This is an optimization exercise on Yosys and OpenROAD, whose aim is small area, a short achievable clock period and few clock cycles per item, not a production implementation. Where RTL was checked, it was by simulation tests only, not by an equivalence proof against the original.

==> v30: inputs <==
// multiplierIEEE754_verilog
module multiplierIEEE754_verilog(
    op1,
    op2,
    in_rdy,
    res,
    res_rdy,
    clk,
    rst
    );
    input  wire [31:0] op1, op2;
    input  wire clk, in_rdy, rst;
    output reg  [31:0] res;
    output reg  res_rdy;
    wire [7:0]  e1 = op1[30:23];
    wire [7:0]  e2 = op2[30:23];
    wire [22:0] f1 = op1[22:0];
    wire [22:0] f2 = op2[22:0];
    wire        s1 = op1[31];
    wire        s2 = op2[31];
    wire        s  = s1 ^ s2;
    wire e1_max = &e1, e2_max = &e2;
    wire e1_0 = ~|e1, e2_0 = ~|e2;
    wire f1_0 = ~|f1, f2_0 = ~|f2;
    wire nan1 = e1_max & ~f1_0;
    wire nan2 = e2_max & ~f2_0;
    wire inf1 = e1_max & f1_0;
    wire inf2 = e2_max & f2_0;
    wire zer1 = e1_0 & f1_0;
    wire zer2 = e2_0 & f2_0;
    wire [8:0]  sum   = {1'b0, e1} + {1'b0, e2};
    wire [8:0]  t0    = sum - 9'd127;              
    wire        under = (sum < 9'd127);
    wire        dn    = e1_0 | e2_0;               
    wire        rare  = under | dn;
    wire [47:0] np;
    mul24 u_mul(.a({~e1_0, f1}), .b({~e2_0, f2}), .rn(rare), .p(np));
    wire [47:0] p = ~np;
    wire p47 = p[47];
    wire [22:0] fd = e1_0 ? f1 : f2;
  ...
clock: 12.0 ns
lec_check: 0
abc_area: 1
cap_margin: 20
core_margin: 2
core_utilization: 40
setup_slack_margin: 1
slew_margin: 20
synth_hierarchical: 1
standard.sh (not shown) runs the stock make flow with config.mk's settings and CLKGATE_MAP_FILE= SYNTH_SCRIPT=/design/flow/synth_recipe.tcl, a recipe that flattens the netlist after the stock synthesis.
==> flow/flow/run.sh <==
#!/bin/bash
# The standard layout (the standard.sh, all of ORFS from synthesis to
# finish), except that the input and output ports are buffered with buf_4
# cells instead of the cell buffer_ports picks by itself.
set -euo pipefail
bash standard.sh "BUFFER_PORTS_ARGS=-buffer_cell sky130_fd_sc_hd__buf_4" finish > standard_flow.log 2>&1
==> v13: changes against v30 <==
--- a/flow/design.v
+++ b/flow/design.v
@@ -1201,13 +1201,13 @@
     fa u_t357 (.a(t128), .b(t130), .c(t132), .s(t357), .co(t358));
     wire t359, t360;
     fa u_t359 (.a(t134), .b(t139), .c(t141), .s(t359), .co(t360));
     wire t361, t362;
     fa u_t361 (.a(t143), .b(t136), .c(t145), .s(t361), .co(t362));
     wire t363, t364;
-    fa u_t363 (.a(t138), .b(rn), .c(t147), .s(t363), .co(t364));
+    fa u_t363 (.a(t138), .b(t147), .c(t149), .s(t363), .co(t364));
     wire t365, t366;
     fa u_t365 (.a(t140), .b(t142), .c(t144), .s(t365), .co(t366));
     wire t367, t368;
     fa u_t367 (.a(t151), .b(t153), .c(pp23_0), .s(t367), .co(t368));
     wire t369, t370;
     fa u_t369 (.a(t146), .b(t155), .c(t148), .s(t369), .co(t370));
@@ -1411,21 +1411,21 @@
     fa u_t567 (.a(t348), .b(t349), .c(t351), .s(t567), .co(t568));
     wire t569, t570;
     fa u_t569 (.a(t137), .b(t353), .c(t355), .s(t569), .co(t570));
     wire t571, t572;
     fa u_t571 (.a(t350), .b(t352), .c(t354), .s(t571), .co(t572));
     wire t573, t574;
-    fa u_t573 (.a(t357), .b(t359), .c(t149), .s(t573), .co(t574));
+    fa u_t573 (.a(t357), .b(t359), .c(t356), .s(t573), .co(t574));
     wire t575, t576;
-    fa u_t575 (.a(t356), .b(t361), .c(t363), .s(t575), .co(t576));
+    fa u_t575 (.a(t361), .b(t363), .c(rn), .s(t575), .co(t576));
     wire t577, t578;
     fa u_t577 (.a(t358), .b(t360), .c(t365), .s(t577), .co(t578));
     wire t579, t580;
     fa u_t579 (.a(t367), .b(t161), .c(t362), .s(t579), .co(t580));
     wire t581, t582;
-    fa u_t581 (.a(t364), .b(t369), .c(t371), .s(t581), .co(t582));
+    fa u_t581 (.a(t369), .b(t364), .c(t371), .s(t581), .co(t582));
     wire t583, t584;
     fa u_t583 (.a(t366), .b(t368), .c(t373), .s(t583), .co(t584));
     wire t585, t586;
     fa u_t585 (.a(t173), .b(t375), .c(t370), .s(t585), .co(t586));
     wire t587, t588;
     fa u_t587 (.a(t372), .b(t377), .c(t379), .s(t587), .co(t588));
@@ -1595,17 +1595,17 @@
     fa u_t751 (.a(t560), .b(t562), .c(t565), .s(t751), .co(t752));
     wire t753, t754;
     fa u_t753 (.a(t564), .b(t567), .c(t569), .s(t753), .co(t754));
     wire t755, t756;
     fa u_t755 (.a(t566), .b(t568), .c(t571), .s(t755), .co(t756));
     wire t757, t758;
-    fa u_t757 (.a(t573), .b(t570), .c(t575), .s(t757), .co(t758));
+    fa u_t757 (.a(t570), .b(t573), .c(t575), .s(t757), .co(t758));
     wire t759, t760;
-    fa u_t759 (.a(t572), .b(t574), .c(t577), .s(t759), .co(t760));
+    fa u_t759 (.a(t572), .b(t577), .c(t574), .s(t759), .co(t760));
     wire t761, t762;
-    fa u_t761 (.a(t579), .b(t576), .c(t581), .s(t761), .co(t762));
+    fa u_t761 (.a(t579), .b(t581), .c(t576), .s(t761), .co(t762));
     wire t763, t764;
     fa u_t763 (.a(t578), .b(t580), .c(t583), .s(t763), .co(t764));
     wire t765, t766;
     fa u_t765 (.a(t585), .b(t582), .c(t587), .s(t765), .co(t766));
     wire t767, t768;
     fa u_t767 (.a(t584), .b(t589), .c(t586), .s(t767), .co(t768));
@@ -1721,13 +1721,13 @@
     fa u_t877 (.a(t748), .b(t751), .c(t750), .s(t877), .co(t878));
     wire t879, t880;
     fa u_t879 (.a(t752), .b(t755), .c(t754), .s(t879), .co(t880));
     wire t881, t882;
     fa u_t881 (.a(t756), .b(t759), .c(t758), .s(t881), .co(t882));
     wire t883, t884;
-    fa u_t883 (.a(t760), .b(t763), .c(t762), .s(t883), .co(t884));
+    fa u_t883 (.a(t760), .b(t763), .c(t765), .s(t883), .co(t884));
     wire t885, t886;
     fa u_t885 (.a(t764), .b(t767), .c(t766), .s(t885), .co(t886));
     wire t887, t888;
     fa u_t887 (.a(t768), .b(t771), .c(t770), .s(t887), .co(t888));
     wire t889, t890;
     fa u_t889 (.a(t772), .b(t775), .c(t774), .s(t889), .co(t890));
@@ -1803,17 +1803,17 @@
     fa u_t959 (.a(t745), .b(t872), .c(t873), .s(t959), .co(t960));
     wire t961, t962;
     fa u_t961 (.a(t749), .b(t874), .c(t875), .s(t961), .co(t962));
     wire t963, t964;
     fa u_t963 (.a(t753), .b(t876), .c(t877), .s(t963), .co(t964));
     wire t965, t966;
-    fa u_t965 (.a(t878), .b(t757), .c(t879), .s(t965), .co(t966));
+    fa u_t965 (.a(t878), .b(t879), .c(t757), .s(t965), .co(t966));
     wire t967, t968;
     fa u_t967 (.a(t880), .b(t761), .c(t881), .s(t967), .co(t968));
     wire t969, t970;
-    fa u_t969 (.a(t765), .b(t882), .c(t883), .s(t969), .co(t970));
+    fa u_t969 (.a(t883), .b(t762), .c(t882), .s(t969), .co(t970));
     wire t971, t972;
     fa u_t971 (.a(t769), .b(t884), .c(t885), .s(t971), .co(t972));
     wire t973, t974;
     fa u_t973 (.a(t773), .b(t886), .c(t887), .s(t973), .co(t974));
     wire t975, t976;
     fa u_t975 (.a(t777), .b(t888), .c(t889), .s(t975), .co(t976));
--- a/flow/config.mk
+++ b/flow/config.mk
@@ -6,9 +6,12 @@
 export NUM_CORES = 4
 export LEC_CHECK = 0
 export ABC_AREA = 1
 export CAP_MARGIN = 20
 export CORE_MARGIN = 2
 export CORE_UTILIZATION = 40
-export SETUP_SLACK_MARGIN = 1
+export CTS_BUF_LIST = sky130_fd_sc_hd__clkbuf_4 sky130_fd_sc_hd__clkbuf_8
+export PLACE_DENSITY = 0.7
+export SETUP_SLACK_MARGIN = 3
 export SLEW_MARGIN = 20
 export SYNTH_HIERARCHICAL = 1
+export TNS_END_PERCENT = 0
==> v31: changes against v30 <==
--- a/flow/design.v
+++ b/flow/design.v
@@ -839,23 +839,23 @@
     wire pp23_19 = ~(a[23] & b[19]);
     wire pp23_20 = ~(a[23] & b[20]);
     wire pp23_21 = ~(a[23] & b[21]);
     wire pp23_22 = ~(a[23] & b[22]);
     wire pp23_23 = ~(a[23] & b[23]);
     wire t1, t2;
-    hai u_t1 (.a(pp0_19), .b(pp1_18), .s(t1), .co(t2));
+    fa u_t1 (.a(pp0_19), .b(pp1_18), .c(1'b1), .s(t1), .co(t2));
     wire t3, t4;
     fa u_t3 (.a(pp0_20), .b(pp1_19), .c(pp2_18), .s(t3), .co(t4));
     wire t5, t6;
-    hai u_t5 (.a(pp3_17), .b(pp4_16), .s(t5), .co(t6));
+    fa u_t5 (.a(pp3_17), .b(pp4_16), .c(1'b1), .s(t5), .co(t6));
     wire t7, t8;
     fa u_t7 (.a(pp0_21), .b(pp1_20), .c(pp2_19), .s(t7), .co(t8));
     wire t9, t10;
     fa u_t9 (.a(pp3_18), .b(pp4_17), .c(pp5_16), .s(t9), .co(t10));
     wire t11, t12;
-    hai u_t11 (.a(pp6_15), .b(pp7_14), .s(t11), .co(t12));
+    fa u_t11 (.a(pp6_15), .b(pp7_14), .c(1'b1), .s(t11), .co(t12));
     wire t13, t14;
     fa u_t13 (.a(pp0_22), .b(pp1_21), .c(pp2_20), .s(t13), .co(t14));
     wire t15, t16;
     fa u_t15 (.a(pp3_19), .b(pp4_18), .c(pp5_17), .s(t15), .co(t16));
     wire t17, t18;
     fa u_t17 (.a(pp6_16), .b(pp7_15), .c(pp8_14), .s(t17), .co(t18));
@@ -867,23 +867,23 @@
     fa u_t23 (.a(pp4_19), .b(pp5_18), .c(pp6_17), .s(t23), .co(t24));
     wire t25, t26;
     fa u_t25 (.a(pp7_16), .b(pp8_15), .c(pp9_14), .s(t25), .co(t26));
     wire t27, t28;
     fa u_t27 (.a(pp10_13), .b(pp11_12), .c(pp12_11), .s(t27), .co(t28));
     wire t29, t30;
-    hai u_t29 (.a(pp13_10), .b(pp14_9), .s(t29), .co(t30));
+    fa u_t29 (.a(pp13_10), .b(pp14_9), .c(1'b1), .s(t29), .co(t30));
     wire t31, t32;
     fa u_t31 (.a(pp2_22), .b(pp3_21), .c(pp4_20), .s(t31), .co(t32));
     wire t33, t34;
     fa u_t33 (.a(pp5_19), .b(pp6_18), .c(pp7_17), .s(t33), .co(t34));
     wire t35, t36;
     fa u_t35 (.a(pp8_16), .b(pp9_15), .c(pp10_14), .s(t35), .co(t36));
     wire t37, t38;
     fa u_t37 (.a(pp11_13), .b(pp12_12), .c(pp13_11), .s(t37), .co(t38));
     wire t39, t40;
-    hai u_t39 (.a(pp14_10), .b(pp15_9), .s(t39), .co(t40));
+    fa u_t39 (.a(pp14_10), .b(pp15_9), .c(1'b1), .s(t39), .co(t40));
     wire t41, t42;
     fa u_t41 (.a(pp3_22), .b(pp4_21), .c(pp5_20), .s(t41), .co(t42));
     wire t43, t44;
     fa u_t43 (.a(pp6_19), .b(pp7_18), .c(pp8_17), .s(t43), .co(t44));
     wire t45, t46;
     fa u_t45 (.a(pp9_16), .b(pp10_15), .c(pp11_14), .s(t45), .co(t46));
@@ -899,53 +899,53 @@
     fa u_t55 (.a(pp5_22), .b(pp6_21), .c(pp7_20), .s(t55), .co(t56));
     wire t57, t58;
     fa u_t57 (.a(pp8_19), .b(pp9_18), .c(pp10_17), .s(t57), .co(t58));
     wire t59, t60;
     fa u_t59 (.a(pp6_22), .b(pp7_21), .c(pp8_20), .s(t59), .co(t60));
     wire t61, t62;
-    hai u_t61 (.a(pp0_13), .b(pp1_12), .s(t61), .co(t62));
+    fa u_t61 (.a(pp0_13), .b(pp1_12), .c(1'b1), .s(t61), .co(t62));
     wire t63, t64;
     fa u_t63 (.a(pp0_14), .b(pp1_13), .c(pp2_12), .s(t63), .co(t64));
     wire t65, t66;
-    hai u_t65 (.a(pp3_11), .b(pp4_10), .s(t65), .co(t66));
+    fa u_t65 (.a(pp3_11), .b(pp4_10), .c(1'b1), .s(t65), .co(t66));
     wire t67, t68;
     fa u_t67 (.a(pp0_15), .b(pp1_14), .c(pp2_13), .s(t67), .co(t68));
     wire t69, t70;
     fa u_t69 (.a(pp3_12), .b(pp4_11), .c(pp5_10), .s(t69), .co(t70));
     wire t71, t72;
-    hai u_t71 (.a(pp6_9), .b(pp7_8), .s(t71), .co(t72));
+    fa u_t71 (.a(pp6_9), .b(pp7_8), .c(1'b1), .s(t71), .co(t72));
     wire t73, t74;
     fa u_t73 (.a(pp0_16), .b(pp1_15), .c(pp2_14), .s(t73), .co(t74));
     wire t75, t76;
     fa u_t75 (.a(pp3_13), .b(pp4_12), .c(pp5_11), .s(t75), .co(t76));
     wire t77, t78;
     fa u_t77 (.a(pp6_10), .b(pp7_9), .c(pp8_8), .s(t77), .co(t78));
     wire t79, t80;
-    hai u_t79 (.a(pp9_7), .b(pp10_6), .s(t79), .co(t80));
+    fa u_t79 (.a(pp9_7), .b(pp10_6), .c(1'b1), .s(t79), .co(t80));
     wire t81, t82;
     fa u_t81 (.a(pp0_17), .b(pp1_16), .c(pp2_15), .s(t81), .co(t82));
     wire t83, t84;
     fa u_t83 (.a(pp3_14), .b(pp4_13), .c(pp5_12), .s(t83), .co(t84));
     wire t85, t86;
     fa u_t85 (.a(pp6_11), .b(pp7_10), .c(pp8_9), .s(t85), .co(t86));
     wire t87, t88;
     fa u_t87 (.a(pp9_8), .b(pp10_7), .c(pp11_6), .s(t87), .co(t88));
     wire t89, t90;
-    hai u_t89 (.a(pp12_5), .b(pp13_4), .s(t89), .co(t90));
+    fa u_t89 (.a(pp12_5), .b(pp13_4), .c(1'b1), .s(t89), .co(t90));
     wire t91, t92;
     fa u_t91 (.a(pp0_18), .b(pp1_17), .c(pp2_16), .s(t91), .co(t92));
     wire t93, t94;
     fa u_t93 (.a(pp3_15), .b(pp4_14), .c(pp5_13), .s(t93), .co(t94));
     wire t95, t96;
     fa u_t95 (.a(pp6_12), .b(pp7_11), .c(pp8_10), .s(t95), .co(t96));
     wire t97, t98;
     fa u_t97 (.a(pp9_9), .b(pp10_8), .c(pp11_7), .s(t97), .co(t98));
     wire t99, t100;
     fa u_t99 (.a(pp12_6), .b(pp13_5), .c(pp14_4), .s(t99), .co(t100));
     wire t101, t102;
-    hai u_t101 (.a(pp15_3), .b(pp16_2), .s(t101), .co(t102));
+    fa u_t101 (.a(pp15_3), .b(pp16_2), .c(1'b1), .s(t101), .co(t102));
     wire t103, t104;
     fa u_t103 (.a(pp2_17), .b(pp3_16), .c(pp4_15), .s(t103), .co(t104));
     wire t105, t106;
     fa u_t105 (.a(pp5_14), .b(pp6_13), .c(pp7_12), .s(t105), .co(t106));
     wire t107, t108;
     fa u_t107 (.a(pp8_11), .b(pp9_10), .c(pp10_9), .s(t107), .co(t108));
@@ -1103,31 +1103,31 @@
     fa u_t259 (.a(pp11_22), .b(pp12_21), .c(pp13_20), .s(t259), .co(t260));
     wire t261, t262;
     fa u_t261 (.a(pp14_19), .b(pp15_18), .c(pp16_17), .s(t261), .co(t262));
     wire t263, t264;
     fa u_t263 (.a(pp12_22), .b(pp13_21), .c(pp14_20), .s(t263), .co(t264));
     wire t265, t266;
-    hai u_t265 (.a(pp0_9), .b(pp1_8), .s(t265), .co(t266));
+    fa u_t265 (.a(pp0_9), .b(pp1_8), .c(1'b1), .s(t265), .co(t266));
     wire t267, t268;
     fa u_t267 (.a(pp0_10), .b(pp1_9), .c(pp2_8), .s(t267), .co(t268));
     wire t269, t270;
-    hai u_t269 (.a(pp3_7), .b(pp4_6), .s(t269), .co(t270));
+    fa u_t269 (.a(pp3_7), .b(pp4_6), .c(1'b1), .s(t269), .co(t270));
     wire t271, t272;
     fa u_t271 (.a(pp0_11), .b(pp1_10), .c(pp2_9), .s(t271), .co(t272));
     wire t273, t274;
     fa u_t273 (.a(pp3_8), .b(pp4_7), .c(pp5_6), .s(t273), .co(t274));
     wire t275, t276;
-    hai u_t275 (.a(pp6_5), .b(pp7_4), .s(t275), .co(t276));
+    fa u_t275 (.a(pp6_5), .b(pp7_4), .c(1'b1), .s(t275), .co(t276));
     wire t277, t278;
     fa u_t277 (.a(pp0_12), .b(pp1_11), .c(pp2_10), .s(t277), .co(t278));
     wire t279, t280;
     fa u_t279 (.a(pp3_9), .b(pp4_8), .c(pp5_7), .s(t279), .co(t280));
     wire t281, t282;
     fa u_t281 (.a(pp6_6), .b(pp7_5), .c(pp8_4), .s(t281), .co(t282));
     wire t283, t284;
-    hai u_t283 (.a(pp9_3), .b(pp10_2), .s(t283), .co(t284));
+    fa u_t283 (.a(pp9_3), .b(pp10_2), .c(1'b1), .s(t283), .co(t284));
     wire t285, t286;
     fa u_t285 (.a(pp2_11), .b(pp3_10), .c(pp4_9), .s(t285), .co(t286));
     wire t287, t288;
     fa u_t287 (.a(pp5_8), .b(pp6_7), .c(pp7_6), .s(t287), .co(t288));
     wire t289, t290;
     fa u_t289 (.a(pp8_5), .b(pp9_4), .c(pp10_3), .s(t289), .co(t290));
@@ -1201,13 +1201,13 @@
     fa u_t357 (.a(t128), .b(t130), .c(t132), .s(t357), .co(t358));
     wire t359, t360;
     fa u_t359 (.a(t134), .b(t139), .c(t141), .s(t359), .co(t360));
     wire t361, t362;
     fa u_t361 (.a(t143), .b(t136), .c(t145), .s(t361), .co(t362));
     wire t363, t364;
-    fa u_t363 (.a(t138), .b(rn), .c(t147), .s(t363), .co(t364));
+    fa u_t363 (.a(t138), .b(t147), .c(t149), .s(t363), .co(t364));
     wire t365, t366;
     fa u_t365 (.a(t140), .b(t142), .c(t144), .s(t365), .co(t366));
     wire t367, t368;
     fa u_t367 (.a(t151), .b(t153), .c(pp23_0), .s(t367), .co(t368));
     wire t369, t370;
     fa u_t369 (.a(t146), .b(t155), .c(t148), .s(t369), .co(t370));
@@ -1319,23 +1319,23 @@
     fa u_t475 (.a(pp15_22), .b(pp16_21), .c(pp17_20), .s(t475), .co(t476));
     wire t477, t478;
     fa u_t477 (.a(pp18_19), .b(pp19_18), .c(pp20_17), .s(t477), .co(t478));
     wire t479, t480;
     fa u_t479 (.a(pp16_22), .b(pp17_21), .c(pp18_20), .s(t479), .co(t480));
     wire t481, t482;
-    hai u_t481 (.a(pp0_6), .b(pp1_5), .s(t481), .co(t482));
+    fa u_t481 (.a(pp0_6), .b(pp1_5), .c(1'b1), .s(t481), .co(t482));
     wire t483, t484;
     fa u_t483 (.a(pp0_7), .b(pp1_6), .c(pp2_5), .s(t483), .co(t484));
     wire t485, t486;
-    hai u_t485 (.a(pp3_4), .b(pp4_3), .s(t485), .co(t486));
+    fa u_t485 (.a(pp3_4), .b(pp4_3), .c(1'b1), .s(t485), .co(t486));
     wire t487, t488;
     fa u_t487 (.a(pp0_8), .b(pp1_7), .c(pp2_6), .s(t487), .co(t488));
     wire t489, t490;
     fa u_t489 (.a(pp3_5), .b(pp4_4), .c(pp5_3), .s(t489), .co(t490));
     wire t491, t492;
-    hai u_t491 (.a(pp6_2), .b(pp7_1), .s(t491), .co(t492));
+    fa u_t491 (.a(pp6_2), .b(pp7_1), .c(1'b1), .s(t491), .co(t492));
     wire t493, t494;
     fa u_t493 (.a(pp2_7), .b(pp3_6), .c(pp4_5), .s(t493), .co(t494));
     wire t495, t496;
     fa u_t495 (.a(pp5_4), .b(pp6_3), .c(pp7_2), .s(t495), .co(t496));
     wire t497, t498;
     fa u_t497 (.a(pp8_1), .b(pp9_0), .c(t265), .s(t497), .co(t498));
@@ -1411,21 +1411,21 @@
     fa u_t567 (.a(t348), .b(t349), .c(t351), .s(t567), .co(t568));
     wire t569, t570;
     fa u_t569 (.a(t137), .b(t353), .c(t355), .s(t569), .co(t570));
     wire t571, t572;
     fa u_t571 (.a(t350), .b(t352), .c(t354), .s(t571), .co(t572));
     wire t573, t574;
-    fa u_t573 (.a(t357), .b(t359), .c(t149), .s(t573), .co(t574));
+    fa u_t573 (.a(t357), .b(t359), .c(t356), .s(t573), .co(t574));
     wire t575, t576;
-    fa u_t575 (.a(t356), .b(t361), .c(t363), .s(t575), .co(t576));
+    fa u_t575 (.a(t361), .b(t363), .c(rn), .s(t575), .co(t576));
     wire t577, t578;
     fa u_t577 (.a(t358), .b(t360), .c(t365), .s(t577), .co(t578));
     wire t579, t580;
     fa u_t579 (.a(t367), .b(t161), .c(t362), .s(t579), .co(t580));
     wire t581, t582;
-    fa u_t581 (.a(t364), .b(t369), .c(t371), .s(t581), .co(t582));
+    fa u_t581 (.a(t369), .b(t364), .c(t371), .s(t581), .co(t582));
     wire t583, t584;
     fa u_t583 (.a(t366), .b(t368), .c(t373), .s(t583), .co(t584));
     wire t585, t586;
     fa u_t585 (.a(t173), .b(t375), .c(t370), .s(t585), .co(t586));
     wire t587, t588;
     fa u_t587 (.a(t372), .b(t377), .c(t379), .s(t587), .co(t588));
@@ -1523,17 +1523,17 @@
     fa u_t679 (.a(pp18_22), .b(pp19_21), .c(pp20_20), .s(t679), .co(t680));
     wire t681, t682;
     fa u_t681 (.a(pp21_19), .b(pp22_18), .c(pp17_23), .s(t681), .co(t682));
     wire t683, t684;
     fa u_t683 (.a(pp19_22), .b(pp20_21), .c(pp21_20), .s(t683), .co(t684));
     wire t685, t686;
-    hai u_t685 (.a(pp0_4), .b(pp1_3), .s(t685), .co(t686));
+    fa u_t685 (.a(pp0_4), .b(pp1_3), .c(1'b1), .s(t685), .co(t686));
     wire t687, t688;
     fa u_t687 (.a(pp0_5), .b(pp1_4), .c(pp2_3), .s(t687), .co(t688));
     wire t689, t690;
-    hai u_t689 (.a(pp3_2), .b(pp4_1), .s(t689), .co(t690));
+    fa u_t689 (.a(pp3_2), .b(pp4_1), .c(1'b1), .s(t689), .co(t690));
     wire t691, t692;
     fa u_t691 (.a(pp2_4), .b(pp3_3), .c(pp4_2), .s(t691), .co(t692));
     wire t693, t694;
     fa u_t693 (.a(pp5_1), .b(pp6_0), .c(t481), .s(t693), .co(t694));
     wire t695, t696;
     fa u_t695 (.a(pp5_2), .b(pp6_1), .c(pp7_0), .s(t695), .co(t696));
@@ -1595,17 +1595,17 @@
     fa u_t751 (.a(t560), .b(t562), .c(t565), .s(t751), .co(t752));
     wire t753, t754;
     fa u_t753 (.a(t564), .b(t567), .c(t569), .s(t753), .co(t754));
     wire t755, t756;
     fa u_t755 (.a(t566), .b(t568), .c(t571), .s(t755), .co(t756));
     wire t757, t758;
-    fa u_t757 (.a(t573), .b(t570), .c(t575), .s(t757), .co(t758));
+    fa u_t757 (.a(t570), .b(t573), .c(t575), .s(t757), .co(t758));
     wire t759, t760;
-    fa u_t759 (.a(t572), .b(t574), .c(t577), .s(t759), .co(t760));
+    fa u_t759 (.a(t572), .b(t577), .c(t574), .s(t759), .co(t760));
     wire t761, t762;
-    fa u_t761 (.a(t579), .b(t576), .c(t581), .s(t761), .co(t762));
+    fa u_t761 (.a(t579), .b(t581), .c(t576), .s(t761), .co(t762));
     wire t763, t764;
     fa u_t763 (.a(t578), .b(t580), .c(t583), .s(t763), .co(t764));
     wire t765, t766;
     fa u_t765 (.a(t585), .b(t582), .c(t587), .s(t765), .co(t766));
     wire t767, t768;
     fa u_t767 (.a(t584), .b(t589), .c(t586), .s(t767), .co(t768));
@@ -1679,13 +1679,13 @@
     fa u_t835 (.a(pp20_22), .b(pp21_21), .c(pp22_20), .s(t835), .co(t836));
     wire t837, t838;
     fa u_t837 (.a(t684), .b(pp19_23), .c(pp23_19), .s(t837), .co(t838));
     wire t839, t840;
     fa u_t839 (.a(pp21_22), .b(pp22_21), .c(pp20_23), .s(t839), .co(t840));
     wire t841, t842;
-    hai u_t841 (.a(pp0_3), .b(pp1_2), .s(t841), .co(t842));
+    fa u_t841 (.a(pp0_3), .b(pp1_2), .c(1'b1), .s(t841), .co(t842));
     wire t843, t844;
     fa u_t843 (.a(pp2_2), .b(pp3_1), .c(pp4_0), .s(t843), .co(t844));
     wire t845, t846;
     fa u_t845 (.a(pp5_0), .b(t686), .c(t689), .s(t845), .co(t846));
     wire t847, t848;
     fa u_t847 (.a(t690), .b(t688), .c(t691), .s(t847), .co(t848));
@@ -1721,13 +1721,13 @@
     fa u_t877 (.a(t748), .b(t751), .c(t750), .s(t877), .co(t878));
     wire t879, t880;
     fa u_t879 (.a(t752), .b(t755), .c(t754), .s(t879), .co(t880));
     wire t881, t882;
     fa u_t881 (.a(t756), .b(t759), .c(t758), .s(t881), .co(t882));
     wire t883, t884;
-    fa u_t883 (.a(t760), .b(t763), .c(t762), .s(t883), .co(t884));
+    fa u_t883 (.a(t760), .b(t763), .c(t765), .s(t883), .co(t884));
     wire t885, t886;
     fa u_t885 (.a(t764), .b(t767), .c(t766), .s(t885), .co(t886));
     wire t887, t888;
     fa u_t887 (.a(t768), .b(t771), .c(t770), .s(t887), .co(t888));
     wire t889, t890;
     fa u_t889 (.a(t772), .b(t775), .c(t774), .s(t889), .co(t890));
@@ -1763,13 +1763,13 @@
     fa u_t919 (.a(t835), .b(t832), .c(t837), .s(t919), .co(t920));
     wire t921, t922;
     fa u_t921 (.a(t836), .b(pp23_20), .c(t838), .s(t921), .co(t922));
     wire t923, t924;
     fa u_t923 (.a(pp22_22), .b(pp21_23), .c(pp23_21), .s(t923), .co(t924));
     wire t925, t926;
-    hai u_t925 (.a(pp0_2), .b(pp1_1), .s(t925), .co(t926));
+    fa u_t925 (.a(pp0_2), .b(pp1_1), .c(1'b1), .s(t925), .co(t926));
     wire t927, t928;
     fa u_t927 (.a(pp2_1), .b(pp3_0), .c(t841), .s(t927), .co(t928));
     wire t929, t930;
     fa u_t929 (.a(t842), .b(t685), .c(t843), .s(t929), .co(t930));
     wire t931, t932;
     fa u_t931 (.a(t844), .b(t687), .c(t845), .s(t931), .co(t932));
@@ -1803,17 +1803,17 @@
     fa u_t959 (.a(t745), .b(t872), .c(t873), .s(t959), .co(t960));
     wire t961, t962;
     fa u_t961 (.a(t749), .b(t874), .c(t875), .s(t961), .co(t962));
     wire t963, t964;
     fa u_t963 (.a(t753), .b(t876), .c(t877), .s(t963), .co(t964));
     wire t965, t966;
-    fa u_t965 (.a(t878), .b(t757), .c(t879), .s(t965), .co(t966));
+    fa u_t965 (.a(t878), .b(t879), .c(t757), .s(t965), .co(t966));
     wire t967, t968;
     fa u_t967 (.a(t880), .b(t761), .c(t881), .s(t967), .co(t968));
     wire t969, t970;
-    fa u_t969 (.a(t765), .b(t882), .c(t883), .s(t969), .co(t970));
+    fa u_t969 (.a(t883), .b(t762), .c(t882), .s(t969), .co(t970));
     wire t971, t972;
     fa u_t971 (.a(t769), .b(t884), .c(t885), .s(t971), .co(t972));
     wire t973, t974;
     fa u_t973 (.a(t773), .b(t886), .c(t887), .s(t973), .co(t974));
     wire t975, t976;
     fa u_t975 (.a(t777), .b(t888), .c(t889), .s(t975), .co(t976));
--- a/flow/config.mk
+++ b/flow/config.mk
@@ -6,9 +6,10 @@
 export NUM_CORES = 4
 export LEC_CHECK = 0
 export ABC_AREA = 1
 export CAP_MARGIN = 20
 export CORE_MARGIN = 2
 export CORE_UTILIZATION = 40
-export SETUP_SLACK_MARGIN = 1
+export CTS_BUF_LIST = sky130_fd_sc_hd__clkbuf_4 sky130_fd_sc_hd__clkbuf_8
+export SETUP_SLACK_MARGIN = 2.5
 export SLEW_MARGIN = 20
 export SYNTH_HIERARCHICAL = 1
==> qor summary <==
item	v30	v13	v31
Run status	no timing/DRC/antenna violations	no timing/DRC/antenna violations	no timing/DRC/antenna violations
XOR/XNOR Fraction of Synth Area	3.006%	3.006%	3.027%
Relative slew margins	42.28%	37.84%	36.38%
Final-layout clock buffer total	9	10	9
Arrival time reported for the critical path endpoint	10.74 ns	9.23 ns	9.66 ns
Critical-path maximum fanout	11	14	26
Standard cell area after detailed placement	24090 sq um	24090 sq um	24020 sq um
Final non-filler cell area	24400 sq um	26480 sq um	24950 sq um
Setup crit end	res[25]	res[15]	res[25]
Yosys top cell area share	43.03%	43.03%	45.20%
Clock latency at the later pin of the worst-skew pair	0.37 ns	0.41 ns	0.41 ns
Min-Delay Endpoint	res[31]	res[30]	res[31]
Multi-input logic area	19890 sq um	20410 sq um	20370 sq um
Capturing point of the worst reg2reg path	res[25]	res[15]	res[25]
Sequential element share of the synthesized area	5.780%	5.780%	5.820%
Data required, critical path	12.30 ns	12.19 ns	12.35 ns
Largest net degree at the start of global routing	63	65	64
Number of nets in the finished design	3574	3641	3528
Testbench counts of v13, summed over its fixed seeds: cycles 6,488, items 3,200.
Function not checked in v30 and v31: the RTL went through the layout flow alone.

[separate check: timing with driven ports]
The flow's constraints put no driver on any port. The routed layouts listed below were extracted and timed again, unchanged, in two steps.
Step 1: set_driving_cell puts a clkbuf_16 on clk and a buf_2 on each other input, an assumption about the parent block.
Step 2 adds t to the input delays and takes it off the output delays; t is the mean of the earliest and latest rising clock arrival at the registers after step 1. Input paths then give back, and output paths get back, about the clock's delay inside the block.
a / b / c = ideal ports / drivers / drivers and shift; a / b = the first two.
run | t (ns) | slack for setup (ns) | clock arrival spread, ns
v30 | 0.398 | 1.560 / 1.572 / 1.174 | 0.019 / 0.020
v13 | 0.430 | 2.953 / 2.724 / 2.294 | 0.026 / 0.026
v31 | 0.436 | 2.690 / 2.656 / 2.220 | 0.024 / 0.024
After both steps every run listed still meets setup and hold. The setup slack of v13, which loses most, moves by -0.229 ns with the drivers and by -0.659 ns with both steps.
